Background: an optimization exercise with open tools, aiming at small area and a short achievable clock period. Do not read the settings as production practice.
Only simulation tests tie the RTL to the original design; equivalence was not proved.

Setup of job 8501:
// div16_reg
module div16_reg (
    input wire clk,
    input wire [15:0] A,
    input wire [7:0] B,
    output reg [15:0] result,
    output reg [15:0] odd
);
reg [15:0] a_q;
reg [7:0] b_q;
wire [15:0] result_d;
wire [15:0] odd_d;
div_16bit u_div (
    .A(a_q),
    .B(b_q),
    .result(result_d),
    .odd(odd_d)
);
always @(posedge clk) begin
    a_q <= A;
    b_q <= B;
    result <= result_d;
    odd <= odd_d;
end
endmodule
Size: roughly 790 cells after synthesis, roughly 5100 sq um of cells after synthesis.
export LEC_CHECK = 0
export CAP_MARGIN = 20
export CORE_MARGIN = 2
export CORE_UTILIZATION = 50
export CTS_BUF_LIST = sky130_fd_sc_hd__clkbuf_8
export SLEW_MARGIN = 20
export SYNTH_HIERARCHICAL = 1
export SYNTH_MINIMUM_KEEP_SIZE = 0
create_clock -name core_clock -period 36.0 [get_ports {clk}]
standard.sh (not shown) runs the stock make flow with config.mk's settings and CLKGATE_MAP_FILE= SYNTH_SCRIPT=/design/flow/synth_recipe.tcl, a recipe that flattens the netlist after the stock synthesis.
==> flow/flow/run.sh <==
#!/bin/bash
set -euo pipefail
bash standard.sh \
  BUFFER_PORTS_ARGS="-buffer_cell sky130_fd_sc_hd__buf_1" \
  SETUP_SLACK_MARGIN=16 \
  ABC_LOAD_IN_FF=1 \
  finish > standard.log 2>&1
### job 8501 -> job 8780
- a change of CORE_UTILIZATION from 50 to 30
### Flow results
The final layout from job 8780, which completed every stage, passed the timing, design-rule and antenna checks at the end of the flow.
Changes observed in job 8780 relative to job 8501: post-route core utilization moved down, number of cells upsized or downsized after cts now sits lower, die span in x increased about 28%.
For placement row count, dividing the value from job 8501 by the value from job 8780 gives 0.77.
As of job 8780, final instance area had risen slightly compared to job 8501.
Looking at die span in y, job 8780 sits 28% above job 8501.
Looking at ratio of cells with drive above 1 in the final layout, job 8780 sits 1.4 points below job 8501.
Input-level comparison between job 9619 and job 8780:
- CORE_UTILIZATION changed from 30 to 40
diff --git a/flow/flow/run.sh b/flow/flow/run.sh
--- a/flow/flow/run.sh
+++ b/flow/flow/run.sh
@@ -5,2 +5,3 @@
   SETUP_SLACK_MARGIN=16 \
+  SETUP_MOVE_SEQUENCE=unbuffer,sizeup,swap \
   ABC_LOAD_IN_FF=1 \
[summary]
Job 8780: PASS, flow complete, no timing, DRC or antenna violations. Job 9619: PASS, flow complete, no timing, DRC or antenna violations. Final wirelength came out lower on job 9619 than on job 8780. More vias were needed by job 8780 than by job 9619. STATUS worst-case setup slack after placement: job 9619 wins against job 8780. Job 9619 against job 8780: wire length of the first global-routing pass shrank by 710 um, post-route fraction of the period consumed by the critical path held steady, full die area shrank by about 24%. Job 8780 has a lower footprint of the multi-input gates than job 9619. Reported for job 8780 and job 9619, maximum clock path buffer count turned out identical to the last digit. Between job 8780 and job 9619, critical path depth is lower for job 9619, job 8780 comes in above that. Comparing job 8780 and job 9619, the higher final period demand of the worst path was measured on job 9619.
Inputs modified between job 9619 and job 2528:
==> flow/flow/run.sh <==
#!/bin/bash
# The standard layout (standard.sh), with these changes to how it is made:
#  - the port buffers are the smallest buffer (buf_1) rather than the
#    resizer's pick;
#  - ABC maps the divider's small gate modules for a light load
#    (ABC_LOAD_IN_FF=1), so they start at the smallest drive strength;
set -euo pipefail
bash standard.sh \
  BUFFER_PORTS_ARGS="-buffer_cell sky130_fd_sc_hd__buf_1" \
  SETUP_SLACK_MARGIN=16 \
  ABC_LOAD_IN_FF=1 \
  finish > standard.log 2>&1
==> results.txt <==
Comparing number of gates given a new drive strength after cts for job 2528 and job 9619, the bigger number came from job 9619.
Global router's overall resource usage delta (job 9619 -> job 2528): insignificant
Changes observed in job 2528 relative to job 9619: tightest hold margin now sits at about the same level; post-route minimum period decreased by 0.069 ns relative to the old numbers; fraction of area in registers now sits at about the same level.
Any difference in fraction of layout cells with a size suffix above 1 between job 2528 and job 9619 is small enough to ignore.
Relative to job 9619, the wire length per cell after detailed routing of job 2528 is lower by 0.46%.
The via count reported for job 2528 is higher than the one for job 9619.
dfxtp_1 as the standard cell with the maximum stage delay on the critical path was reported by job 2528, and dfxtp_4 by job 9619.

==> re-timing with driven ports <==
Ports are ideal in the flow. The routed layouts listed here were re-timed in OpenROAD. Step 1 assumes that a clkbuf_16 drives the clock port and a buf_2 every other input. Step 2, shift: input delay + t, output delay - t, t = (earliest + latest rising clock arrival at the registers) / 2. This alone moves slack from input paths to output paths. Three values: ideal, step 1, step 2; two values: the first two.
| run | t, ns | slack for setup (ns) | worst setup path after step 2 | slew at the worst register clock pin (ns) | pins driven straight from the clock port |
|---|---|---|---|---|---|
| job 8501 | 0.372 | 17.751 / 17.751 / 17.751 | register to register | 0.12 / 0.12 | 1 |
| job 8780 | 0.370 | 17.972 / 17.972 / 17.972 | register to register | 0.12 / 0.12 | 1 |
| job 9619 | 0.363 | 17.955 / 17.955 / 17.955 | register to register | 0.11 / 0.11 | 1 |
| job 2528 | 0.362 | 18.023 / 18.023 / 18.023 | register to register | 0.11 / 0.11 | 1 |
After both steps setup and hold are still met in every run listed.
